Context: an optimization exercise on an open-source flow, tuned for small area. The choices shown serve that exercise and are no tape-out recipe. Function was checked by simulation only, so behaviour that the tests miss may differ from the original. No activity file was given, so power comes from the tool's default toggle rates.

==> flow/design.v, too long to show whole: its modules and the start of the top module <==
// module small_fifo: 51 lines
// module fallthrough_small_fifo: 52 lines
// module action_processor: 2066 lines
module action_processor
#(
   parameter C_AXIS_DATA_WIDTH = 64,
   parameter C_AXIS_TUSER_WIDTH=128,
   parameter C_AXIS_LEN_DATA_WIDTH=16,
   parameter C_AXIS_SPT_DATA_WIDTH=8,
   parameter C_AXIS_DPT_DATA_WIDTH=8,
   parameter OPENFLOW_ACTION_SIZE = 320
)
(
   input asclk,
   input aresetn,
   input [C_AXIS_DATA_WIDTH-1:0] s_axis_tdata,
   input [(C_AXIS_DATA_WIDTH/8)-1:0] s_axis_tstrb,
   input [C_AXIS_TUSER_WIDTH-1:0] s_axis_tuser,
   input  s_axis_tvalid,
   input  s_axis_tlast,
   output s_axis_tready,
   input [OPENFLOW_ACTION_SIZE -1: 0] lu_action,
   input lu_req,
   input lu_done,
   output [C_AXIS_DATA_WIDTH-1:0] m_axis_tdata,
   output [(C_AXIS_DATA_WIDTH/8)-1:0] m_axis_tstrb,
   output [C_AXIS_TUSER_WIDTH-1:0] m_axis_tuser,
   output m_axis_tvalid,
   output reg  m_axis_tlast,
   input  m_axis_tready,
   output reg [31:0] num_pkts_processed
);
  // ...
==> flow/run.sh <==
#!/bin/bash
# synth_recipe.tcl (not shown) runs the flow's synth.tcl, then flattens the netlist and writes it again
# the make line also repeats each setting of config.mk as NAME=value (left out here)
make -C /OpenROAD-flow-scripts/flow DESIGN_CONFIG=/design/flow/config.mk WORK_HOME=/design/flow/orfs CLKGATE_MAP_FILE= SYNTH_SCRIPT=/design/flow/synth_recipe.tcl finish
==> flow/config.mk <==
export PLATFORM = sky130hd
export DESIGN_NAME = action_processor
export DESIGN_NICKNAME = action_processor
export VERILOG_FILES = /design/flow/design.v
export SDC_FILE = /design/flow/constraint.sdc
export NUM_CORES = 4
export LEC_CHECK = 0
export CAP_MARGIN = 20
export CORE_MARGIN = 2
export CORE_UTILIZATION = 30
export PLACE_DENSITY = 0.5
export SLEW_MARGIN = 20
==> flow/constraint.sdc <==
create_clock -name core_clock -period 10.0 [get_ports {asclk}]
set_input_delay 2.0000 -clock core_clock [delete_from_list [all_inputs] [get_ports {asclk}]]
set_output_delay 2.0000 -clock core_clock [all_outputs]
set_load 0.01 [all_outputs]
==> results by group, run 1 <==
Synth
  – Combinational family with the most area after synthesis: compound AO/OA/AOI/OAI gates
  – Syn_area_per_cell: 9.92 um2
  – Share of the synthesized area in compound gates (AO/OA/AOI/OAI): 19.1%

Power and ir drop
  – Power Combinational: 0.00232 W
  – Flop+latch power: 0.0123 W
  – Cell Int Power: 0.0200 W
  – Max power group: sequential cells

Critical path
  – Critical register-to-register path startpoint: dl_out_data[24]
  – Worst-case register-to-register setup slack: 1.66 ns
  – WP depth: 24
  – Buffers and inverters on the worst path: 1

Route
  – Met3 wire len: 68.4 mm
  – Total number of vias: 120000
  – Number of design-rule violations left by the first detailed-router iteration: 15700

Timing
  – Worst hold-check slack: 0.421 ns
  – Final count of pins violating max slew: 0
  – Post-route worst setup slack: 1.66 ns

Place
  – Post-placement worst setup slack: 1.95 ns

Floorplan
  – Cell Rows: 249

Layout
  – Repair and plain buffers: 1012
  – Multi-input logic portion of the cell area: 39.5%
  – Number of nets at the end of the flow: 15200
  – Non-Clock Inverter Count: 270
  – Util after Layout: 35.5%
  – Most used cells in the layout excluding fill and tap cells: nand2_1 (1710), edfxtp_1 (1431), dfxtp_1 (1325)

Clocking
  – Cells resized by post-CTS repair: 0

Status
  – Status: timing/DRC/antenna clean

Global route
  – Most used routing layer: met2
==> module fallthrough_small_fifo, before the edit <==
module fallthrough_small_fifo
  #(parameter WIDTH = 72,
    parameter MAX_DEPTH_BITS = 4,
    parameter CAPACITY = 16,
    parameter PTR_BITS = 4)
   (
    input  [WIDTH-1:0] din,      
    input              wr_en,    
    input              rd_en,    
    output [WIDTH-1:0] dout,     
    output             nearly_full,
    output reg         empty,
    input              reset,
    input              clk
    );
   localparam MAX_DEPTH = 2 ** MAX_DEPTH_BITS;
   reg [WIDTH-1:0] ring [0:CAPACITY-1];
   reg [PTR_BITS-1:0] wr_ptr;
   reg [PTR_BITS-1:0] rd_ptr;
   reg [MAX_DEPTH_BITS:0] depth;
   wire q_empty = (depth == 0);
   wire q_rd = empty ? ~q_empty : (rd_en & ~q_empty);
   wire pop = rd_en & ~empty;
   always @(posedge clk) begin
      if (wr_en)
         ring[wr_ptr] <= din;
   end
   always @(posedge clk) begin
      if (reset) begin
         wr_ptr <= 0;
         rd_ptr <= 0;
         depth <= 0;
         empty <= 1'b1;
      end
      else begin
         if (wr_en)
            wr_ptr <= (wr_ptr == CAPACITY-1) ? 0 : wr_ptr + 1'b1;
         if (pop)
            rd_ptr <= (rd_ptr == CAPACITY-1) ? 0 : rd_ptr + 1'b1;
         if (wr_en & ~q_rd)
            depth <= depth + 1'b1;
         else if (~wr_en & q_rd)
            depth <= depth - 1'b1;
         if (empty)
            empty <= q_empty;
         else if (rd_en)
            empty <= q_empty;
      end
   end
   assign dout = ring[rd_ptr];
   assign nearly_full = depth >= MAX_DEPTH-1;
endmodule
==> inputs of run 2 (changes only) <==
--- a/flow/design.v
+++ b/flow/design.v
@@ -46,68 +46,80 @@
    end
 end
 assign full = depth == MAX_DEPTH;
 assign prog_full = (depth >= PROG_FULL_THRESHOLD);
 assign nearly_full = depth >= MAX_DEPTH-1;
 assign empty = depth == 'h0;
 endmodule  
 `timescale 1ns/1ps
-module fallthrough_small_fifo
-  #(parameter WIDTH = 72,
-    parameter MAX_DEPTH_BITS = 4,
-    parameter CAPACITY = 16,
-    parameter PTR_BITS = 4)
-   (
-    input  [WIDTH-1:0] din,      
-    input              wr_en,    
-    input              rd_en,    
-    output [WIDTH-1:0] dout,     
-    output             nearly_full,
-    output reg         empty,
-    input              reset,
-    input              clk
-    );
-   localparam MAX_DEPTH = 2 ** MAX_DEPTH_BITS;
-   reg [WIDTH-1:0] ring [0:CAPACITY-1];
-   reg [PTR_BITS-1:0] wr_ptr;
-   reg [PTR_BITS-1:0] rd_ptr;
-   reg [MAX_DEPTH_BITS:0] depth;
-   wire q_empty = (depth == 0);
-   wire q_rd = empty ? ~q_empty : (rd_en & ~q_empty);
-   wire pop = rd_en & ~empty;
-   always @(posedge clk) begin
-      if (wr_en)
-         ring[wr_ptr] <= din;
-   end
+  module fallthrough_small_fifo
+    #(parameter WIDTH = 72,
+      parameter MAX_DEPTH_BITS = 3,
+      parameter PROG_FULL_THRESHOLD = 2**MAX_DEPTH_BITS - 1)
+    (
+     input [WIDTH-1:0] din,      
+     input          wr_en,    
+     input          rd_en,    
+     output [WIDTH-1:0]  dout,     
+     output         full,
+     output         nearly_full,
+     output         prog_full,
+     output reg     empty,
+     input          reset,
+     input          clk
+     );
+   reg  fifo_rd_en, empty_nxt;
+   small_fifo
+     #(.WIDTH (WIDTH),
+       .MAX_DEPTH_BITS (MAX_DEPTH_BITS),
+       .PROG_FULL_THRESHOLD (PROG_FULL_THRESHOLD))
+       fifo
+        (.din           (din),
+         .wr_en         (wr_en),
+         .rd_en         (fifo_rd_en),
+         .dout          (dout),
+         .full          (full),
+         .nearly_full   (nearly_full),
+         .prog_full     (prog_full),
+         .empty         (fifo_empty),
+         .reset         (reset),
+         .clk           (clk)
+         );
+   always @(*) begin
+      empty_nxt  = empty;
+      fifo_rd_en = 0;
+      case (empty)
+         1'b1: begin
+            if(!fifo_empty) begin
+               fifo_rd_en = 1;
+               empty_nxt  = 0;
+            end
+         end
+         1'b0: begin
+            if(rd_en) begin
+               if(fifo_empty) begin
+                  empty_nxt = 1;
+               end
+               else begin
+                  fifo_rd_en = 1;
+               end
+            end
+         end
+      endcase  
+   end  
    always @(posedge clk) begin
-      if (reset) begin
-         wr_ptr <= 0;
-         rd_ptr <= 0;
-         depth <= 0;
+      if(reset) begin
          empty <= 1'b1;
       end
       else begin
-         if (wr_en)
-            wr_ptr <= (wr_ptr == CAPACITY-1) ? 0 : wr_ptr + 1'b1;
-         if (pop)
-            rd_ptr <= (rd_ptr == CAPACITY-1) ? 0 : rd_ptr + 1'b1;
-         if (wr_en & ~q_rd)
-            depth <= depth + 1'b1;
-         else if (~wr_en & q_rd)
-            depth <= depth - 1'b1;
-         if (empty)
-            empty <= q_empty;
-         else if (rd_en)
-            empty <= q_empty;
+         empty <= empty_nxt;
       end
    end
-   assign dout = ring[rd_ptr];
-   assign nearly_full = depth >= MAX_DEPTH-1;
-endmodule
+endmodule  
 `timescale 1ns/1ps
 module action_processor
 #(
    parameter C_AXIS_DATA_WIDTH = 64,
    parameter C_AXIS_TUSER_WIDTH=128,
    parameter C_AXIS_LEN_DATA_WIDTH=16,
    parameter C_AXIS_SPT_DATA_WIDTH=8,
    parameter C_AXIS_DPT_DATA_WIDTH=8,
@@ -239,34 +251,35 @@
    wire [C_AXIS_DATA_WIDTH/8-1:0] tx_strb;
    wire vlan_msb, vlan_lsb, vlan_lsb_or_msb, vlan_lsb_msb, vlan_lsb_not_msb;
    reg [NUM_DT_RD_STATES-1:0] dt_rd_state, dt_rd_state_nxt;
    reg dt_rd_onemore, dt_rd_onemore_nxt;
    reg [NUM_DL_STATES-1:0]  dl_state, dl_state_nxt;
    reg dl_out_wr, dl_out_wr_nxt;
    reg [C_AXIS_DATA_WIDTH-1:0] dl_out_data, dl_out_data_nxt;
    reg [C_AXIS_DATA_WIDTH/2-1:0] dl_out_data_buf, dl_out_data_buf_nxt;
-   reg [C_AXIS_DATA_WIDTH/8-1:0] dl_out_strb, dl_out_strb_nxt;
+   reg [C_AXIS_DATA_WIDTH/8-1:0] dl_out_strb_nxt;
+   reg [2:0] dl_out_strb;
    reg [C_AXIS_DATA_WIDTH/16-1:0] dl_out_strb_buf, dl_out_strb_buf_nxt;
    reg dl_out_last, dl_out_last_nxt;
    reg dl_proc_start, dl_proc_start_nxt;
    reg [1:0] dl_proc_done, dl_proc_done_nxt;
    function [16:0] fold;
       input [16:0] v;
       fold = v[16] ? {1'b0, v[15:0] + 16'd1} : v;
    endfunction
    reg is_ip, is_ip_nxt, is_ip_1st, is_ip_2nd;
    reg is_udp, is_udp_nxt, is_udp_1st, is_udp_2nd;
    reg is_tcp, is_tcp_nxt, is_tcp_1st, is_tcp_2nd;
    reg is_sctp, is_sctp_nxt, is_sctp_1st, is_sctp_2nd;
    reg [4:0] ip_hlen, ip_hlen_nxt, ip_hlen_1st, ip_hlen_2nd;
    reg [NUM_NW_STATES-1:0]  nw_state, nw_state_nxt;
    reg nw_out_wr, nw_out_wr_nxt, nw_out_wr_1st, nw_out_wr_2nd;
    reg [C_AXIS_DATA_WIDTH-1:0] nw_out_data, nw_out_data_nxt, nw_out_data_1st, nw_out_data_2nd;
-   reg [C_AXIS_DATA_WIDTH/8-1:0] nw_out_strb, nw_out_strb_nxt, nw_out_strb_1st, nw_out_strb_2nd;
+   reg [2:0] nw_out_strb, nw_out_strb_nxt, nw_out_strb_1st, nw_out_strb_2nd;
    reg nw_out_last, nw_out_last_nxt, nw_out_last_1st, nw_out_last_2nd;
    reg [1:0] nw_dl_proc_done, nw_dl_proc_done_nxt, nw_dl_proc_done_1st, nw_dl_proc_done_2nd;
    reg [1:0] nw_proc_done, nw_proc_done_nxt, nw_proc_done_1st, nw_proc_done_2nd;
    reg [16:0] nw_tos_diff, nw_tos_diff_nxt, nw_tos_diff_2nd;
    reg [16:0] nw_ttl_diff, nw_ttl_diff_nxt, nw_ttl_diff_2nd;
    reg [16:0] nw_src_h_diff, nw_src_h_diff_nxt, nw_src_h_diff_2nd;
    reg [16:0] nw_src_l_diff, nw_src_l_diff_nxt, nw_src_l_diff_2nd;
    reg [16:0] nw_dst_h_diff, nw_dst_h_diff_nxt, nw_dst_h_diff_2nd;
@@ -283,43 +296,42 @@
    reg [1:0] nw_proc_flag, nw_proc_flag_nxt;
    reg [1:0] nw_nxt_proc_flag, nw_nxt_proc_flag_nxt;
    reg tp_proto, tp_proto_nxt;
    reg [16:0] tp_diff, tp_diff_nxt;
    reg tp_cs_done, tp_cs_done_nxt;
    reg [NUM_TPCS_STATES-1:0] tpcs_state, tpcs_state_nxt;
    reg [1:0] tp_proc_flag, tp_proc_flag_nxt;
    reg [C_AXIS_DATA_WIDTH-1:0] nw_out_data_1, nw_out_data_1_nxt;
-   reg [C_AXIS_DATA_WIDTH/8-1:0] nw_out_strb_1, nw_out_strb_1_nxt;
+   reg [2:0] nw_out_strb_1, nw_out_strb_1_nxt;
    reg nw_out_last_1, nw_out_last_1_nxt;
    reg nw_out_wr_1, nw_out_wr_1_nxt;
    reg [C_AXIS_DATA_WIDTH-1:0] nw_out_data_2, nw_out_data_2_nxt;
-   reg [C_AXIS_DATA_WIDTH/8-1:0] nw_out_strb_2, nw_out_strb_2_nxt;
+   reg [2:0] nw_out_strb_2, nw_out_strb_2_nxt;
    reg nw_out_last_2, nw_out_last_2_nxt;
    reg nw_out_wr_2, nw_out_wr_2_nxt;
    reg [C_AXIS_DATA_WIDTH-1:0] nw_out_data_3, nw_out_data_3_nxt;
-   reg [C_AXIS_DATA_WIDTH/8-1:0] nw_out_strb_3, nw_out_strb_3_nxt;
+   reg [2:0] nw_out_strb_3, nw_out_strb_3_nxt;
    reg nw_out_last_3, nw_out_last_3_nxt;
    reg nw_out_wr_3, nw_out_wr_3_nxt;
    reg [C_AXIS_DATA_WIDTH-1:0] nw_out_data_4, nw_out_data_4_nxt;
-   reg [C_AXIS_DATA_WIDTH/8-1:0] nw_out_strb_4, nw_out_strb_4_nxt;
+   reg [2:0] nw_out_strb_4, nw_out_strb_4_nxt;
    reg nw_out_last_4, nw_out_last_4_nxt;
    reg nw_out_wr_4, nw_out_wr_4_nxt;
    reg [C_AXIS_DATA_WIDTH-1:0] nw_out_data_5, nw_out_data_5_nxt;
-   reg [C_AXIS_DATA_WIDTH/8-1:0] nw_out_strb_5, nw_out_strb_5_nxt;
+   reg [2:0] nw_out_strb_5, nw_out_strb_5_nxt;
    reg nw_out_last_5, nw_out_last_5_nxt;
    reg nw_out_wr_5, nw_out_wr_5_nxt;
    reg [C_AXIS_DATA_WIDTH-1:0] tp_out_data_nxt;
-   reg [C_AXIS_DATA_WIDTH/8-1:0] tp_out_strb_nxt;
+   reg [2:0] tp_out_strb_nxt;
    reg tp_out_last, tp_out_last_nxt;
    reg tp_out_wr, tp_out_wr_nxt;
    reg [2:0] shift_cnt, shift_cnt_nxt;
    reg [NUM_SHIFT_STATES-1:0] shift_state, shift_state_nxt;
    wire [C_AXIS_DATA_WIDTH-1:0] le_tp_out_data;
-   wire [C_AXIS_DATA_WIDTH/8-1:0] le_tp_out_strb;
    wire m_axis_tlast_int;
    wire m_axis_tvalid_dummy;
    wire pkt_buf_empty;
    reg m_tdata_rd_en;
    reg s_tuser_valid, s_tuser_valid_nxt;
    wire s_tuser_wr_en;
    reg [C_AXIS_TUSER_WIDTH-1:TUSER_DPT_POS+C_AXIS_DPT_DATA_WIDTH] tx_user_hi;
    reg [C_AXIS_SPT_DATA_WIDTH-1:0] tx_user_spt;
@@ -371,50 +383,71 @@
          tx_user_len <= s_axis_tuser[TUSER_LEN_POS +: C_AXIS_LEN_DATA_WIDTH];
       end
    end
    wire [2:0] s_strb_code = s_axis_tstrb[7] ? 3'd7 : s_axis_tstrb[6] ? 3'd6 :
                             s_axis_tstrb[5] ? 3'd5 : s_axis_tstrb[4] ? 3'd4 :
                             s_axis_tstrb[3] ? 3'd3 : s_axis_tstrb[2] ? 3'd2 :
                             s_axis_tstrb[1] ? 3'd1 : 3'd0;
    wire [2:0] tx_strb_code;
-   localparam RING_WIDTH = C_AXIS_DATA_WIDTH + 4;
+   localparam RING_WIDTH = C_AXIS_DATA_WIDTH;
    reg [RING_WIDTH-1:0] in_ring [0:15];
    reg [3:0] in_wp, in_rp;
    reg [4:0] in_depth;
    reg in_empty;
    wire in_wr = s_axis_tvalid && s_axis_tready;
-   wire [RING_WIDTH-1:0] in_din = {s_axis_tlast, s_strb_code, s_axis_tdata};
+   wire [RING_WIDTH-1:0] in_din = s_axis_tdata;
+   reg in_last_vld;
+   reg [3:0] in_last_slot;
+   reg [2:0] in_last_code;
    wire in_q_empty = (in_depth == 0);
    wire in_q_rd = in_empty ? ~in_q_empty : (fifo_rd_en & ~in_q_empty);
    wire in_pop = fifo_rd_en & ~in_empty;
    assign fifo_empty = in_empty;
    assign fifo_nearly_full = (in_depth >= 15);
    reg [3:0] in_rp_d;
-   wire [RING_WIDTH-1:0] in_head = in_ring[in_rp];
-   assign tx_last_infifo = in_head[RING_WIDTH-1];
-   assign {tx_strb_code, tx_data} = in_ring[in_rp_d][RING_WIDTH-2:0];
-   wire tx_head_lsb_valid = (in_head[RING_WIDTH-2 -: 3] >= 3'd4);
+   assign tx_last_infifo = in_last_vld && (in_last_slot == in_rp);
+   reg [15:0] in_rd_oh;
+   integer q;
+   reg [RING_WIDTH-1:0] tx_data_r;
+   always @(*) begin
+      tx_data_r = 0;
+      for (q=0; q<16; q=q+1)
+         tx_data_r = tx_data_r | ({RING_WIDTH{in_rd_oh[q]}} & in_ring[q]);
+   end
+   assign tx_data = tx_data_r;
+   assign tx_strb_code = (in_last_vld && (in_last_slot == in_rp_d)) ?
+                         in_last_code : 3'd7;
+   wire tx_head_lsb_valid = (in_last_code >= 3'd4);
    always @(posedge asclk) begin
       if (~aresetn) begin
          in_wp <= 0;
          in_rp <= 0;
          in_rp_d <= 0;
+         in_rd_oh <= 16'h0001;
          in_depth <= 0;
+         in_last_vld <= 0;
          in_empty <= 1'b1;
       end
       else begin
          in_rp_d <= in_rp;
+         in_rd_oh <= 16'h0001 << in_rp;
          if (lu_req) begin
             in_wp <= 0;
             in_rp <= 0;
+            in_last_vld <= 0;
          end
          else begin
             if (in_wr)
                in_wp <= in_wp + 1'b1;
+            if (in_wr && s_axis_tlast) begin
+               in_last_vld <= 1'b1;
+               in_last_slot <= in_wp;
+               in_last_code <= s_strb_code;
+            end
             if (in_pop)
                in_rp <= in_rp + 1'b1;
          end
          if (in_wr & ~in_q_rd)
             in_depth <= in_depth + 1'b1;
          else if (~in_wr & in_q_rd)
             in_depth <= in_depth - 1'b1;
          if (in_empty | fifo_rd_en)
@@ -466,23 +499,18 @@
             lu_done_int <= 1;
          end
          else if (dl_proc_start) begin
             lu_done_int <= 0;
          end
       end
    end
    always @(posedge asclk) begin
-      if (~aresetn) begin
-         result_reg <= 0;
-      end
-      else begin
-         if (lu_done) begin
-            result_reg <= lu_action;
-         end
+      if (lu_done) begin
+         result_reg <= lu_action;
       end
    end
    assign forward_bitmask = (result_reg[0 +:
                              16]);
    assign nf2_action_flag = (result_reg[(0
                                          + 16) +:
                              16]);
    assign set_vlan_vid = (result_reg[((0
@@ -623,16 +651,21 @@
          dt_rd_state <= dt_rd_state_nxt;
       end
    end
    assign vlan_msb = ((be_tx_data[63:48] == 16'h8100) || (be_tx_data[63:48] == 16'h88a8)) ? 1 : 0;
    assign vlan_lsb = ((be_tx_data[31:16] == 16'h8100) || (be_tx_data[31:16] == 16'h88a8)) ? 1 : 0;
    assign vlan_lsb_or_msb = vlan_lsb || vlan_msb;
    assign vlan_lsb_msb = vlan_lsb && vlan_msb;
    assign vlan_lsb_not_msb = vlan_lsb && ~vlan_msb;
+   wire [2:0] dl_strb_code =
+      dl_out_strb_nxt[0] ? 3'd7 : dl_out_strb_nxt[1] ? 3'd6 :
+      dl_out_strb_nxt[2] ? 3'd5 : dl_out_strb_nxt[3] ? 3'd4 :
+      dl_out_strb_nxt[4] ? 3'd3 : dl_out_strb_nxt[5] ? 3'd2 :
+      dl_out_strb_nxt[6] ? 3'd1 : 3'd0;
    always @(*) begin
       tx_user_rd_en = 0;
       dl_out_wr_nxt = 0;
       tx_user_1_nxt = tx_user_1;
       dl_out_data_nxt = be_tx_data;
       dl_out_strb_nxt = be_tx_strb;
       dl_out_data_buf_nxt = dl_out_data_buf;
       dl_out_strb_buf_nxt = dl_out_strb_buf;
@@ -823,41 +856,33 @@
             dl_state_nxt = DL_HDR_1ST;
          end
       endcase
    end
    always @(posedge asclk) begin
       if (~aresetn) begin
          tx_user_1 <= 0;
          dl_out_wr <= 0;
-         dl_out_data <= 0;
-         dl_out_data_buf <= 0;
-         dl_out_strb <= 0;
-         dl_out_strb_buf <= 0;
          dl_out_last <= 0;
          dl_proc_start <= 0;
          dl_proc_done <= 0;
          dl_state <= DL_HDR_1ST;
       end
       else begin
          tx_user_1 <= tx_user_1_nxt;
          dl_out_wr <= dl_out_wr_nxt;
-         dl_out_data <= dl_out_data_nxt;
-         dl_out_data_buf <= dl_out_data_buf_nxt;
-         dl_out_strb <= dl_out_strb_nxt;
-         dl_out_strb_buf <= dl_out_strb_buf_nxt;
          dl_out_last <= dl_out_last_nxt;
          dl_proc_start <= dl_proc_start_nxt;
          dl_proc_done <= dl_proc_done_nxt;
          dl_state <= dl_state_nxt;
       end
    end
    always @(*) begin
-      nw_out_data_nxt = nw_out_data_1st;
-      nw_out_strb_nxt = nw_out_strb_1st;
+      nw_out_data_nxt = dl_out_data;
+      nw_out_strb_nxt = dl_out_strb;
       nw_out_last_nxt = dl_out_last;
       nw_out_wr_nxt = dl_out_wr;
       nw_dl_proc_done_nxt = dl_proc_done;
       nw_proc_done_nxt = 0;
       is_ip_nxt = is_ip_1st;
       is_udp_nxt = is_udp_1st;
       is_tcp_nxt = is_tcp_1st;
       is_sctp_nxt = is_sctp_1st;
@@ -1121,185 +1146,103 @@
                nw_out_strb_nxt = dl_out_strb;
                if (dl_out_last) begin
                   nw_state_nxt = NW_HDR_1ST;
                end
             end
          end
       endcase
    end
+   function [15:0] fdiff;
+      input f;
+      input [15:0] set;
+      input [15:0] old;
+      fdiff = f ? fold({1'b0, set} + {1'b0, ~old}) : 16'hFFFF;
+   endfunction
+   wire flag_nw_src = |(nf2_action_flag & 16'h0040);
+   wire flag_nw_dst = |(nf2_action_flag & 16'h0080);
+   wire flag_tp_src = |(nf2_action_flag & 16'h0200);
+   wire flag_tp_dst = |(nf2_action_flag & 16'h0400);
+   wire s_hdr1 = nw_state == NW_HDR_1ST;
+   wire s_2p1 = nw_state == NW_HDR_2ND_PTN1;
+   wire s_2p2 = nw_state == NW_HDR_2ND_PTN2;
+   wire s_3p1 = nw_state == NW_HDR_3RD_PTN1;
+   wire s_3p2 = nw_state == NW_HDR_3RD_PTN2;
+   wire s_4p1 = nw_state == NW_HDR_4TH_PTN1;
+   wire s_opt = nw_state == NW_OPT_PASS;
+   wire s_t2p1 = nw_state == TP_HDR_2ND_PTN1;
+   wire s_t2p2 = nw_state == TP_HDR_2ND_PTN2;
+   wire s_t3p1 = nw_state == TP_HDR_3RD_PTN1;
+   wire s_t3p2 = nw_state == TP_HDR_3RD_PTN2;
+   wire s_tpchk = s_4p1 | s_opt;
+   wire hl1 = (ip_hlen_1st == 1);
+   wire hl3 = (ip_hlen_1st == 3);
+   wire tcpudp = is_udp_1st | is_tcp_1st;
+   wire d_hdr_ip = dl_out_wr & s_hdr1 & dl_proc_done[0];
+   wire d_is_ip = (dl_out_data[31:16] == 16'h0800);
+   wire d_zero = d_hdr_ip & ~d_is_ip;
+   wire [7:0] ttl_new = s_2p1 ? nw_out_data_nxt[15:8] : nw_out_data_nxt[47:40];
+   wire [7:0] ttl_old = s_2p1 ? dl_out_data[15:8] : dl_out_data[47:40];
    always @(*) begin
       nw_tos_diff_nxt = nw_tos_diff_2nd;
       nw_ttl_diff_nxt = nw_ttl_diff_2nd;
       nw_src_h_diff_nxt = nw_src_h_diff_2nd;
       nw_src_l_diff_nxt = nw_src_l_diff_2nd;
       nw_dst_h_diff_nxt = nw_dst_h_diff_2nd;
       nw_dst_l_diff_nxt = nw_dst_l_diff_2nd;
       nw_cs_inv_nxt = nw_cs_inv_2nd;
       tp_src_diff_nxt = tp_src_diff_2nd;
       tp_dst_diff_nxt = tp_dst_diff_2nd;
       tp_cs_inv_nxt = tp_cs_inv_2nd;
-      case (nw_state)
-         NW_HDR_1ST: begin
-            if (dl_out_wr) begin
-               if (dl_proc_done[0] == FLAG_START_MSB) begin
-                  if (dl_out_data[63:48] == 16'h0800) begin
-                     nw_tos_diff_nxt = {9'h00, nw_out_data_nxt[39:32]} +
-                                       {9'hFF, ~dl_out_data[39:32]};
-                  end
-                  else begin
-                     nw_tos_diff_nxt = 0;
-                     nw_ttl_diff_nxt = 0;
-                     nw_src_h_diff_nxt = 0;
-                     nw_src_l_diff_nxt = 0;
-                     nw_dst_h_diff_nxt = 0;
-                     nw_dst_l_diff_nxt = 0;
-                     nw_cs_inv_nxt = 0;
-                  end
-               end
-               else if (dl_proc_done[0] == FLAG_START_LSB) begin
-                  if (dl_out_data[31:16] == 16'h0800) begin
-                     nw_tos_diff_nxt = {9'h00, nw_out_data_nxt[7:0]} +
-                                       {9'hFF, ~dl_out_data[7:0]};
-                  end
-                  else begin
-                     nw_tos_diff_nxt = 0;
-                     nw_ttl_diff_nxt = 0;
-                     nw_src_h_diff_nxt = 0;
-                     nw_src_l_diff_nxt = 0;
-                     nw_dst_h_diff_nxt = 0;
-                     nw_dst_l_diff_nxt = 0;
-                     nw_cs_inv_nxt = 0;
-                  end
-               end
-            end
-         end
-         NW_HDR_2ND_PTN1: begin
-            if (dl_out_wr) begin
-               nw_ttl_diff_nxt = {1'b0, nw_out_data_nxt[15:8], 8'h00} +
-                                 {1'b0, ~dl_out_data[15:8], 8'hFF};
-            end
-         end
-         NW_HDR_2ND_PTN2: begin
-            if (dl_out_wr) begin
-               nw_ttl_diff_nxt = {1'b0, nw_out_data_nxt[47:40], 8'h00} +
-                                 {1'b0, ~dl_out_data[47:40], 8'hFF};
-               nw_src_h_diff_nxt = {1'b0, nw_out_data_nxt[15:0]} +
-                                   {1'b0, ~dl_out_data[15:0]};
-               nw_cs_inv_nxt = {1'b0, ~dl_out_data[31:16]};
-            end
-         end
-         NW_HDR_3RD_PTN1: begin
-            if (dl_out_wr) begin
-               nw_src_h_diff_nxt = {1'b0, nw_out_data_nxt[47:32]} +
-                                   {1'b0, ~dl_out_data[47:32]};
-               nw_src_l_diff_nxt = {1'b0, nw_out_data_nxt[31:16]} +
-                                   {1'b0,~dl_out_data[31:16]};
-               nw_dst_h_diff_nxt = {1'b0, nw_out_data_nxt[15:0]} +
-                                   {1'b0, ~dl_out_data[15:0]};
-               nw_cs_inv_nxt = {1'b0, ~dl_out_data[63:48]};
-            end
-         end
-         NW_HDR_3RD_PTN2: begin
-            if (dl_out_wr) begin
-               nw_src_l_diff_nxt = {1'b0, nw_out_data_nxt[63:48]} +
-                                   {1'b0,~dl_out_data[63:48]};
-               nw_dst_h_diff_nxt = {1'b0, nw_out_data_nxt[47:32]} +
-                                   {1'b0, ~dl_out_data[47:32]};
-               nw_dst_l_diff_nxt = {1'b0, nw_out_data_nxt[31:16]} +
-                                   {1'b0, ~dl_out_data[31:16]};
-               tp_src_diff_nxt = {1'b0, nw_out_data_nxt[15:0]} +
-                                 {1'b0, ~dl_out_data[15:0]};
-            end
-         end
-         NW_HDR_4TH_PTN1: begin
-            if (dl_out_wr) begin
-               if (ip_hlen_1st == 1) begin
-                  if (is_udp_1st || is_tcp_1st) begin
-                     tp_src_diff_nxt = {1'b0, nw_out_data_nxt[47:32]} +
-                                       {1'b0, ~dl_out_data[47:32]};
-                     tp_dst_diff_nxt = {1'b0, nw_out_data_nxt[31:16]} +
-                                       {1'b0, ~dl_out_data[31:16]};
-                  end
-                  else begin
-                     tp_src_diff_nxt = 0;
-                     tp_dst_diff_nxt = 0;
-                  end
-               end
-               else if (ip_hlen_1st == 3) begin
-                  if (is_udp_1st || is_tcp_1st) begin
-                     tp_src_diff_nxt = {1'b0, nw_out_data_nxt[15:0]} +
-                                       {1'b0, ~dl_out_data[15:0]};
-                  end
-                  else begin
-                     tp_src_diff_nxt = 0;
-                     tp_dst_diff_nxt = 0;
-                  end
-               end
-               nw_dst_l_diff_nxt = {1'b0, nw_out_data_nxt[63:48]} +
-                                   {1'b0, ~dl_out_data[63:48]};
-            end
-         end
-         NW_OPT_PASS: begin
-            if (dl_out_wr) begin
-               if (ip_hlen_1st == 1) begin
-                  if (is_udp_1st || is_tcp_1st) begin
-                     tp_src_diff_nxt = {1'b0, nw_out_data_nxt[47:32]} +
-                                       {1'b0, ~dl_out_data[47:32]};
-                     tp_dst_diff_nxt = {1'b0, nw_out_data_nxt[31:16]} +
-                                       {1'b0, ~dl_out_data[31:16]};
-                  end
-                  else begin
-                     tp_src_diff_nxt = 0;
-                     tp_dst_diff_nxt = 0;
-                  end
-               end
-               else if (ip_hlen_1st == 3) begin
-                  if (is_udp_1st || is_tcp_1st) begin
-                     tp_src_diff_nxt = {1'b0, nw_out_data_nxt[15:0]} +
-                                       {1'b0, ~dl_out_data[15:0]};
-                  end
-                  else begin
-                     tp_src_diff_nxt = 0;
-                     tp_dst_diff_nxt = 0;
-                  end
-               end
-            end
-         end
-         TP_HDR_2ND_PTN1: begin
-            if (dl_out_wr) begin
-               tp_dst_diff_nxt = {1'b0, nw_out_data_nxt[63:48]} +
-                                 {1'b0, ~dl_out_data[63:48]};
-               if (is_udp_1st) begin
-                  tp_cs_inv_nxt = {1'b0, ~dl_out_data[31:16]};
-               end
-            end
-         end
-         TP_HDR_2ND_PTN2: begin
-            if (dl_out_wr) begin
-               if (is_udp_1st) begin
-                  tp_cs_inv_nxt = {1'b0, ~dl_out_data[63:48]};
-               end
-            end
-         end
-         TP_HDR_3RD_PTN1: begin
-            if (dl_out_wr) begin
-               if (is_tcp_1st) begin
-                  tp_cs_inv_nxt = {1'b0, ~dl_out_data[15:0]};
-               end
-            end
-         end
-         TP_HDR_3RD_PTN2: begin
-            if (dl_out_wr) begin
-               if (is_tcp_1st) begin
-                  tp_cs_inv_nxt = {1'b0, ~dl_out_data[47:32]};
-               end
-            end
-         end
-      endcase
+      if (d_zero) begin
+         nw_tos_diff_nxt = 0;
+         nw_ttl_diff_nxt = 0;
+         nw_src_h_diff_nxt = 0;
+         nw_src_l_diff_nxt = 0;
+         nw_dst_h_diff_nxt = 0;
+         nw_dst_l_diff_nxt = 0;
+         nw_cs_inv_nxt = 0;
+      end
+      if (d_hdr_ip & d_is_ip)
+         nw_tos_diff_nxt = {9'h00, nw_out_data_nxt[7:0]} +
+                           {9'hFF, ~dl_out_data[7:0]};
+      if (dl_out_wr & (s_2p1 | s_2p2))
+         nw_ttl_diff_nxt = {1'b0, ttl_new, 8'h00} + {1'b0, ~ttl_old, 8'hFF};
+      if (dl_out_wr & (s_2p2 | s_3p1)) begin
+         nw_src_h_diff_nxt = fdiff(flag_nw_src, set_nw_src[31:16],
+                                   s_2p2 ? dl_out_data[15:0] : dl_out_data[47:32]);
+         nw_cs_inv_nxt = {1'b0, ~(s_2p2 ? dl_out_data[31:16] : dl_out_data[63:48])};
+      end
+      if (dl_out_wr & (s_3p1 | s_3p2)) begin
+         nw_src_l_diff_nxt = fdiff(flag_nw_src, set_nw_src[15:0],
+                                   s_3p1 ? dl_out_data[31:16] : dl_out_data[63:48]);
+         nw_dst_h_diff_nxt = fdiff(flag_nw_dst, set_nw_dst[31:16],
+                                   s_3p1 ? dl_out_data[15:0] : dl_out_data[47:32]);
+      end
+      if (dl_out_wr & (s_3p2 | s_4p1))
+         nw_dst_l_diff_nxt = fdiff(flag_nw_dst, set_nw_dst[15:0],
+                                   s_3p2 ? dl_out_data[31:16] : dl_out_data[63:48]);
+      if (dl_out_wr & (s_3p2 | (s_tpchk & (hl1 | hl3)))) begin
+         if (s_tpchk & ~tcpudp)
+            tp_src_diff_nxt = 0;
+         else
+            tp_src_diff_nxt = fdiff(flag_tp_src & (s_tpchk | (hl3 & tcpudp)), set_tp_src,
+                                    (s_3p2 | hl3) ? dl_out_data[15:0] : dl_out_data[47:32]);
+      end
+      if (dl_out_wr & (s_t2p1 | (s_tpchk & (hl1 | (hl3 & ~tcpudp))))) begin
+         if (s_tpchk & ~tcpudp)
+            tp_dst_diff_nxt = 0;
+         else
+            tp_dst_diff_nxt = fdiff(flag_tp_dst, set_tp_dst,
+                                    s_t2p1 ? dl_out_data[63:48] : dl_out_data[31:16]);
+      end
+      if (dl_out_wr & ((is_udp_1st & (s_t2p1 | s_t2p2)) | (is_tcp_1st & (s_t3p1 | s_t3p2))))
+         tp_cs_inv_nxt = {1'b0, ~(s_t2p1 ? dl_out_data[31:16] :
+                                  s_t2p2 ? dl_out_data[63:48] :
+                                  s_t3p1 ? dl_out_data[15:0] : dl_out_data[47:32])};
    end
    always @(posedge asclk) begin
       if (~aresetn) begin
          nw_tos_diff_2nd <= 0;
          nw_ttl_diff_2nd <= 0;
          nw_src_h_diff_2nd <= 0;
          nw_src_l_diff_2nd <= 0;
          nw_dst_h_diff_2nd <= 0;
@@ -1319,89 +1262,77 @@
          nw_cs_inv_2nd <= {1'b0, nw_cs_inv_nxt[15:0]};
          tp_src_diff_2nd <= fold(tp_src_diff_nxt);
          tp_dst_diff_2nd <= fold(tp_dst_diff_nxt);
          tp_cs_inv_2nd <= {1'b0, tp_cs_inv_nxt[15:0]};
       end
    end
    always @(posedge asclk) begin
       if (~aresetn) begin
-         nw_out_data_1st <= 0;
-         nw_out_strb_1st <= 0;
          nw_out_last_1st <= 0;
          nw_out_wr_1st <= 0;
          nw_dl_proc_done_1st <= 0;
          nw_proc_done_1st <= 0;
          is_ip_1st <= 0;
          is_udp_1st <= 0;
          is_tcp_1st <= 0;
          is_sctp_1st <= 0;
          ip_hlen_1st <= 0;
          nw_state <= NW_HDR_1ST;
       end
       else begin
-         nw_out_data_1st <= nw_out_data_nxt;
-         nw_out_strb_1st <= nw_out_strb_nxt;
          nw_out_last_1st <= nw_out_last_nxt;
          nw_out_wr_1st <= nw_out_wr_nxt;
          nw_dl_proc_done_1st <= nw_dl_proc_done_nxt;
          nw_proc_done_1st <= nw_proc_done_nxt;
          is_ip_1st <= is_ip_nxt;
          is_udp_1st <= is_udp_nxt;
          is_tcp_1st <= is_tcp_nxt;
          is_sctp_1st <= is_sctp_nxt;
          ip_hlen_1st <= ip_hlen_nxt;
          nw_state <= nw_state_nxt;
       end
    end
    always @(posedge asclk) begin
       if (~aresetn) begin
-         nw_out_data_2nd <= 0;
-         nw_out_strb_2nd <= 0;
          nw_out_last_2nd <= 0;
          nw_out_wr_2nd <= 0;
          nw_dl_proc_done_2nd <= 0;
          nw_proc_done_2nd <= 0;
          is_ip_2nd <= 0;
          is_udp_2nd <= 0;
          is_tcp_2nd <= 0;
          is_sctp_2nd <= 0;
          ip_hlen_2nd <= 0;
       end
       else begin
-         nw_out_data_2nd <= nw_out_data_1st;
-         nw_out_strb_2nd <= nw_out_strb_1st;
          nw_out_last_2nd <= nw_out_last_1st;
          nw_out_wr_2nd <= nw_out_wr_1st;
          nw_dl_proc_done_2nd <= nw_dl_proc_done_1st;
          nw_proc_done_2nd <= nw_proc_done_1st;
          is_ip_2nd <= is_ip_1st;
          is_udp_2nd <= is_udp_1st;
          is_tcp_2nd <= is_tcp_1st;
          is_sctp_2nd <= is_sctp_1st;
          ip_hlen_2nd <= ip_hlen_1st;
       end
    end
    always @(posedge asclk) begin
       if (~aresetn) begin
-         nw_out_data <= 0;
-         nw_out_strb <= 0;
          nw_out_last <= 0;
          nw_out_wr <= 0;
          nw_dl_proc_done <= 0;
          nw_proc_done <= 0;
          is_ip <= 0;
          is_udp <= 0;
          is_tcp <= 0;
          is_sctp <= 0;
          ip_hlen <= 0;
       end
       else begin
-         nw_out_data <= nw_out_data_2nd;
-         nw_out_strb <= nw_out_strb_2nd;
          nw_out_last <= nw_out_last_2nd;
          nw_out_wr <= nw_out_wr_2nd;
          nw_dl_proc_done <= nw_dl_proc_done_2nd;
          nw_proc_done <= nw_proc_done_2nd;
          is_ip <= is_ip_2nd;
          is_udp <= is_udp_2nd;
          is_tcp <= is_tcp_2nd;
          is_sctp <= is_sctp_2nd;
@@ -1924,117 +1855,91 @@
             if (nw_out_wr || (shift_cnt == 0)) begin
                shift_state_nxt = PKT_EXIST;
             end
          end
       endcase
    end
    always @(posedge asclk) begin
       if (~aresetn) begin
-         nw_out_data_1 <= 0;
-         nw_out_strb_1 <= 0;
          nw_out_last_1 <= 0;
          nw_out_wr_1 <= 0;
-         nw_out_data_2 <= 0;
-         nw_out_strb_2 <= 0;
          nw_out_last_2 <= 0;
          nw_out_wr_2 <= 0;
-         nw_out_data_3 <= 0;
-         nw_out_strb_3 <= 0;
          nw_out_last_3 <= 0;
          nw_out_wr_3 <= 0;
-         nw_out_data_4 <= 0;
-         nw_out_strb_4 <= 0;
          nw_out_last_4 <= 0;
          nw_out_wr_4 <= 0;
-         nw_out_data_5 <= 0;
-         nw_out_strb_5 <= 0;
          nw_out_last_5 <= 0;
          nw_out_wr_5 <= 0;
          tp_out_last <= 0;
          tp_out_wr <= 0;
          shift_cnt <= 0;
          shift_state <= PKT_EXIST;
       end
       else begin
-         nw_out_data_1 <= nw_out_data_1_nxt;
-         nw_out_strb_1 <= nw_out_strb_1_nxt;
          nw_out_last_1 <= nw_out_last_1_nxt;
          nw_out_wr_1 <= nw_out_wr_1_nxt;
-         nw_out_data_2 <= nw_out_data_2_nxt;
-         nw_out_strb_2 <= nw_out_strb_2_nxt;
          nw_out_last_2 <= nw_out_last_2_nxt;
          nw_out_wr_2 <= nw_out_wr_2_nxt;
-         nw_out_data_3 <= nw_out_data_3_nxt;
-         nw_out_strb_3 <= nw_out_strb_3_nxt;
          nw_out_last_3 <= nw_out_last_3_nxt;
          nw_out_wr_3 <= nw_out_wr_3_nxt;
-         nw_out_data_4 <= nw_out_data_4_nxt;
-         nw_out_strb_4 <= nw_out_strb_4_nxt;
          nw_out_last_4 <= nw_out_last_4_nxt;
          nw_out_wr_4 <= nw_out_wr_4_nxt;
-         nw_out_data_5 <= nw_out_data_5_nxt;
-         nw_out_strb_5 <= nw_out_strb_5_nxt;
          nw_out_last_5 <= nw_out_last_5_nxt;
          nw_out_wr_5 <= nw_out_wr_5_nxt;
          tp_out_last <= tp_out_last_nxt;
          tp_out_wr <= tp_out_wr_nxt;
          shift_cnt <= shift_cnt_nxt;
          shift_state <= shift_state_nxt;
       end
    end
    generate
       genvar j;
       for (j=0; j<8; j=j+1) begin:gen_little_endian_data
-         assign le_tp_out_strb[7-j] = tp_out_strb_nxt[j];
          assign le_tp_out_data[((56-j*8)+7):(56-j*8)]  =
             tp_out_data_nxt[(j*8+7):(j*8)];
       end
    endgenerate
-   wire [2:0] le_tp_out_strb_code =
-      le_tp_out_strb[7] ? 3'd7 : le_tp_out_strb[6] ? 3'd6 :
-      le_tp_out_strb[5] ? 3'd5 : le_tp_out_strb[4] ? 3'd4 :
-      le_tp_out_strb[3] ? 3'd3 : le_tp_out_strb[2] ? 3'd2 :
-      le_tp_out_strb[1] ? 3'd1 : 3'd0;
+   wire [2:0] le_tp_out_strb_code = tp_out_strb_nxt;
    wire [2:0] m_strb_code;
    reg [4:0] o_depth;
    reg o_empty;
    reg [RING_WIDTH-1:0] o_ring [0:2];
    reg [1:0] o_wp, o_rp, o_cnt;
    reg [3:0] o_wj, o_rj;
    reg [15:0] o_loc;
    wire o_we = tp_out_wr_nxt;
-   wire [RING_WIDTH-1:0] o_din = {tp_out_last_nxt, le_tp_out_strb_code, le_tp_out_data};
+   wire [RING_WIDTH-1:0] o_din = le_tp_out_data;
+   reg o_last_vld;
+   reg [3:0] o_last_j;
+   reg [2:0] o_last_code;
    reg [RING_WIDTH-1:0] o_spill_word;
    wire o_q_empty = (o_depth == 0);
    wire o_q_rd = o_empty ? ~o_q_empty : (m_tdata_rd_en & ~o_q_empty);
    wire o_pop = m_tdata_rd_en & ~o_empty;
    wire o_rd_loc = o_loc[o_rj];
    wire o_ring_pop = o_pop & ~o_rd_loc;
    wire o_spill = o_we & (o_cnt == 2'd3) & ~o_ring_pop;
    wire o_ring_wr = o_we & ~o_spill;
    wire o_spill_own = o_spill & (o_wj >= 3) & (o_wj <= 6);
    wire [RING_WIDTH-1:0] in_bus = (o_spill & ~o_spill_own) ? o_din : in_din;
    assign pkt_buf_empty = o_empty;
-   assign {m_axis_tlast_int, m_strb_code, m_axis_tdata} =
-      o_rd_loc ? o_spill_word : o_ring[o_rp];
+   assign m_axis_tlast_int = o_last_vld && (o_last_j == o_rj);
+   assign m_strb_code = m_axis_tlast_int ? o_last_code : 3'd7;
+   assign m_axis_tdata =
+      o_rd_loc ? o_spill_word :
+      (({RING_WIDTH{o_rp == 2'd0}} & o_ring[0]) |
+       ({RING_WIDTH{o_rp == 2'd1}} & o_ring[1]) |
+       ({RING_WIDTH{o_rp == 2'd2}} & o_ring[2]));
+   reg [13:3] o_rj_oh;
    always @(*) begin
-      case (o_rj)
-         4'd4: o_spill_word = in_ring[4];
-         4'd5: o_spill_word = in_ring[5];
-         4'd6: o_spill_word = in_ring[6];
-         4'd7: o_spill_word = in_ring[7];
-         4'd8: o_spill_word = in_ring[8];
-         4'd9: o_spill_word = in_ring[9];
-         4'd10: o_spill_word = in_ring[10];
-         4'd11: o_spill_word = in_ring[11];
-         4'd12: o_spill_word = in_ring[12];
-         4'd13: o_spill_word = in_ring[13];
-         default: o_spill_word = in_ring[3];
-      endcase
+      o_spill_word = 0;
+      for (q=3; q<14; q=q+1)
+         o_spill_word = o_spill_word | ({RING_WIDTH{o_rj_oh[q]}} & in_ring[q]);
    end
    integer r;
    always @(posedge asclk) begin
       for (r=0; r<16; r=r+1) begin
          if (r >= 3 && r <= 6) begin
             if (o_spill_own && o_wj == r)
                in_ring[r] <= o_din;
             else if (in_wr && in_wp == r)
@@ -2054,16 +1959,18 @@
       if (~aresetn) begin
          o_depth <= 0;
          o_empty <= 1'b1;
          o_wp <= 0;
          o_rp <= 0;
          o_cnt <= 0;
          o_wj <= 0;
          o_rj <= 0;
+         o_rj_oh <= 0;
+         o_last_vld <= 0;
       end
       else begin
          if (tp_out_wr & ~o_q_rd)
             o_depth <= o_depth + 1'b1;
          else if (~tp_out_wr & o_q_rd)
             o_depth <= o_depth - 1'b1;
          if (o_empty | m_tdata_rd_en)
             o_empty <= o_q_empty;
@@ -2073,22 +1980,31 @@
             o_rp <= (o_rp == 2'd2) ? 2'd0 : o_rp + 1'b1;
          if (o_ring_wr & ~o_ring_pop)
             o_cnt <= o_cnt + 1'b1;
          else if (~o_ring_wr & o_ring_pop)
             o_cnt <= o_cnt - 1'b1;
          if (lu_req) begin
             o_wj <= 0;
             o_rj <= 0;
+            o_rj_oh <= 0;
+            o_last_vld <= 0;
          end
          else begin
             if (o_we)
                o_wj <= o_wj + 1'b1;
-            if (o_pop)
+            if (o_we && tp_out_last_nxt) begin
+               o_last_vld <= 1'b1;
+               o_last_j <= o_wj;
+               o_last_code <= le_tp_out_strb_code;
+            end
+            if (o_pop) begin
                o_rj <= o_rj + 1'b1;
+               o_rj_oh <= {o_rj_oh[12:3], o_rj == 4'd2};
+            end
          end
       end
    end
    generate
       genvar m;
       for (m=0; m<8; m=m+1) begin:gen_m_strb
          assign m_axis_tstrb[m] = (m_strb_code >= m);
       end
@@ -2164,9 +2080,31 @@
          out_dt_rd_state <= DT_RD_1ST;
          num_pkts_processed <= 0;
       end
       else begin
          out_dt_rd_state <= out_dt_rd_state_nxt;
          num_pkts_processed <= num_pkts_processed_nxt;
       end
    end
+   always @(posedge asclk) begin
+      dl_out_data <= dl_out_data_nxt;
+      dl_out_data_buf <= dl_out_data_buf_nxt;
+      dl_out_strb <= dl_strb_code;
+      dl_out_strb_buf <= dl_out_strb_buf_nxt;
+      nw_out_data_1st <= nw_out_data_nxt;
+      nw_out_strb_1st <= nw_out_strb_nxt;
+      nw_out_data_2nd <= nw_out_data_1st;
+      nw_out_strb_2nd <= nw_out_strb_1st;
+      nw_out_data <= nw_out_data_2nd;
+      nw_out_strb <= nw_out_strb_2nd;
+      nw_out_data_1 <= nw_out_data_1_nxt;
+      nw_out_strb_1 <= nw_out_strb_1_nxt;
+      nw_out_data_2 <= nw_out_data_2_nxt;
+      nw_out_strb_2 <= nw_out_strb_2_nxt;
+      nw_out_data_3 <= nw_out_data_3_nxt;
+      nw_out_strb_3 <= nw_out_strb_3_nxt;
+      nw_out_data_4 <= nw_out_data_4_nxt;
+      nw_out_strb_4 <= nw_out_strb_4_nxt;
+      nw_out_data_5 <= nw_out_data_5_nxt;
+      nw_out_strb_5 <= nw_out_strb_5_nxt;
+   end
 endmodule
==> flow/flow/run.sh (new file) <==
#!/bin/bash
# The standard layout (standard.sh, unchanged synthesis) with two changes:
# ports are buffered with the smallest buffer, and clock tree synthesis adds
# no dummy loads. Each tool's output is in the ORFS logs under orfs/logs.
set -euo pipefail
export BUFFER_PORTS_ARGS="-buffer_cell sky130_fd_sc_hd__buf_1"
export CTS_ARGS="-sink_clustering_enable -repair_clock_nets -dont_use_dummy_load -buf_list {sky130_fd_sc_hd__clkbuf_4 sky130_fd_sc_hd__clkbuf_8}"
bash standard.sh > standard_flow.log 2>&1
==> flow/standard.sh (new file) <==
#!/bin/bash
# synth_recipe.tcl (not shown) runs the flow's synth.tcl, then flattens the netlist and writes it again
# the make line also repeats each setting of config.mk as NAME=value (left out here)
make -C /OpenROAD-flow-scripts/flow DESIGN_CONFIG=/design/flow/config.mk WORK_HOME=/design/flow/orfs CLKGATE_MAP_FILE= SYNTH_SCRIPT=/design/flow/synth_recipe.tcl "${@:-finish}"
removed: flow/run.sh
==> results by group, run 2 <==
Layout
  – Most common cell after layout, fill and taps aside: edfxtp_1
  – Synthesis-to-layout area growth: 12.3%
  – Most used cells in the layout excluding fill and tap cells: edfxtp_1 (1976), nand2_1 (733), dfxtp_1 (687)
  – Number of nets at the end of the flow: 12100 (-20%)
  – Fraction of layout instances using a drive strength above 1: 10.3%
  – Util after Layout: 33.8% (-1.7 points)
  – Max reg flops: 1024

Critical path
  – CP Data Arrival Time: 4.85 ns
  – Largest fanout of any net on the critical path: 46
  – Kind of start point of the critical path: flop
  – Element type at the critical path end: primary output
  – Crit Path Category: flop to primary output
  – Reg2reg end: nw_tos_diff_2nd[8]
  – Required time worst endpoint: 8.00 ns
  – Capture point of the critical path: m_axis_tdata[25]
  – CP Launch Point: o_rj[0]
  – Critical register-to-register path startpoint: nw_state[9]
  – Number of cells on the worst reg-to-reg path: 22
  – Worst-case register-to-register setup slack: 3.35 ns (+1.69 ns)

Synth
  – Synth area leaders: edfxtp_1 (47%), dfxtp_1 (11%), ha_1 (3.4%)
  – Synth Register Bits: 2695
  – Net count after synthesis: 11400
  – Number of warnings issued by yosys: 2
  – Cell type contributing the most total cell area after synthesis: edfxtp_1
  – Netlist cell types: 117
  – Proportion of netlist area held by the largest area contributor: 46.9%
  – Sequential area share after synthesis: 58.3%
  – Mapped Cells: 10500
  – Top_reg_cell synth: edfxtp_1
  – List of most frequent post-synthesis cells: edfxtp_1 (1976), nand2_1 (739), dfxtp_1 (719), nor2_1 (688), a21oi_1 (522)
  – Share of synthesized flip-flops with an asynchronous set or reset: 0%
  – Number of enable flip-flop cells after synthesis: 1976
  – Most numerous cell in the Yosys netlist: edfxtp_1
  – Synthesized cell area: 0.127 mm2
  – Syn_area_per_cell: 12.0 um2 (+21%)

Route
  – Number of design-rule violations left by the first detailed-router iteration: 13700 (-12%)
  – Post-DR wirelength/cell: 32.6 um
  – Routed Wire Length: 551 mm
  – First-pass detailed-route iteration total: 10
  – Vias per Instance: 5.90
  – Total number of vias: 99800 (-17%)
  – Remaining design rule violation count: 0
  – Count of nets left with antenna violations after detail routing: 0

Place
  – Post-DP HPWL: 370 mm
  – Weighted congestion reported at the end of routability-driven placement: 0.952
  – PortBufs: 668

Global route
  – Via count of the first global-routing pass: 95700
  – Wire length of the first global-routing pass: 748 mm
  – GR Layer Usage met1: 30.7%
  – Pin count of the biggest net entering global routing: 177
  – GR Layer Usage met2: 39.6%
  – Most used routing layer: met2
  – Total Routing Usage GR: 24.7%
  – Initial antenna violation count: 90
  – Global routing usage on met3: 5.48%
  – Total gr overflow: 0

Timing
  – Setup-violating endpoint count in the final report: 0
  – Transition time of the tightest slew-check pin: 1.17 ns
  – Setup Skew: 0.203 ns
  – Clock period minus worst slack: 6.85 ns
  – Final count of pins violating max slew: 0 (unchanged)
  – Max transition margin: 21.2%
  – Setup TNS: 0 ns
  – Period Utilization, post-route: 68.5%
  – Final-report hold violation count: 0
  – Achievable clock frequency: 146 MHz
  – Unrepaired setup endpoints after global routing: false

Clocking
  – Clock tree from TritonCTS: built
  – Cts hold-fix bufs: 0
  – CTS Buffer Depth: 4
  – Cells resized by post-CTS repair: 0 (unchanged)
  – Clock root buffer master: clkbuf_8
  – Clk slew on worst S/H paths: 0.06 ns
  – Setup Fix Bufs, Post-CTS: 0
  – Number of clock sinks: 2695
  – Clk Latency, worst-skew pair: 1.19 ns
  – CTS HTree Levels: 5
  – TritonCTS Buffers: 456

Floorplan
  – Starting Density: 30.1%
  – Core outline area: 0.420 mm2
  – Total I/O pin count: 762
  – Floorplan die width: 654 um
  – Die Area: 0.427 mm2
  – Die height: 654 um
  – Cell Rows: 238 (-4.4%)

Power and ir drop
  – Leakage power: 48.3 nW
  – Max IR drop VDD: 0.121 mV
  – Total power density per cell area: 177 mW/mm2

Min path
  – Start point of the worst hold path: nw_out_strb_1st[1]
  – Class of the tightest hold or removal check: flop to flop

Status
  – Status: timing/DRC/antenna clean

Job
  – Max-cap violations: 0
==> run 2: layout make-up <==
type                       instances  area [um2]
clock buffer                     456        6280
timing repair buffer             911        4390
fill                           41500      278000
multi-input combinational       6981       49700
sequential                      2695       73800
antenna                           45         113
inverter                         186         727
tap                             5640        7060
==> run 2: critical path: stages, from the launching register on <==
cell and delay [ns]:
dfxtp_1 0.57, mux4_2 0.57, mux4_4 0.97, buf_4 0.48, a211oi_1 0.66, a41oi_1 0.14, buf_1 0.21
==> run 2: how the worst min path moves through the flow <==
stage	end	slack, ns	depth (start not counted)
3_5_place_dp	nw_out_data[37]	0.31	0
2_1_floorplan	nw_out_data[0]	0.31	0
6_report	nw_out_strb_2nd[1]	0.26	0
3_3_place_gp	nw_out_data[15]	0.31	0
4_1_cts	nw_out_strb_2nd[1]	0.23	0
5_1_grt	nw_out_strb_2nd[1]	0.25	0
==> run 2: routing by layer <==
| layer | up-vias | part of all wire (%) | wire length (um) |
|---|---|---|---|
| met2 | 6268 | 46 | 253000 |
| met1 | 49700 | 38 | 212000 |
| li1 | 42300 | - | - |
| met4 | 20 | 6.2 | 34400 |
| met5 | - | 0.022 | 124 |
| met3 | 1515 | 9.6 | 52800 |
==> run 2: logic make-up after synthesis <==
logic type / count (synthesis) / synth area share [%]
simple gates: 2469 / 9.45
xor+xnor: 461 / 3.22
flops: 2695 / 58.3
buf+inv: 865 / 2.71
compound gates: 3074 / 17.5
fa+ha+maj: 361 / 3.70
other cells: 1 / 0.00296
mux: 615 / 5.19
==> run 2: report_power, final <==
part	switching (W)	total (W)	internal [W]
Combinational	0.00285	0.00421	0.00136
Clock	0.00415	0.00812	0.00397
Sequential	0.000412	0.0128	0.0124
Total	0.00741	0.0252	0.0178
==> run 2: through the flow <==
step / power, W / setup WS (ns) / hold slack, ns / instances / area [um2]
floorplan: 0.0153 / 1.45 / 0.310 / 10500 / 127000
global placement: 0.0171 / 3.10 / 0.311 / 16400 / 136000
detailed placement: 0.0172 / 3.09 / 0.312 / 16400 / 136000
CTS: 0.0252 / 3.12 / 0.233 / 16900 / 142000
global route: 0.0260 / 2.97 / 0.247 / 16900 / 142000
finish: 0.0252 / 3.15 / 0.258 / 16900 / 142000

static timing again, ports no longer ideal:
In the flow no input, the clock included, has a driving cell. The finished layouts below were timed again as built, in two steps.
Step 1 sets driving cells, clkbuf_16 on the clock port and buf_2 on the other inputs (assumed; they add their load-dependent delay and slew).
Step 2 times the ports against the registers' clock, not the clock port: input delays grow and output delays shrink by t, the midpoint of the rising clock arrivals with the driver on.
Three values: ideal, step 1, step 2; two values: the first two.
run	t, ns	setup slack, ns	pins driven straight from the clock port
run 1	1.097	1.664 / 1.664 / 1.664	1
run 2	1.192	3.153 / 3.049 / 2.957	1
After both steps setup and hold are still met in every run listed. The setup slack of run 2, which loses most, moves by -0.104 ns with the drivers and by -0.196 ns with both steps.
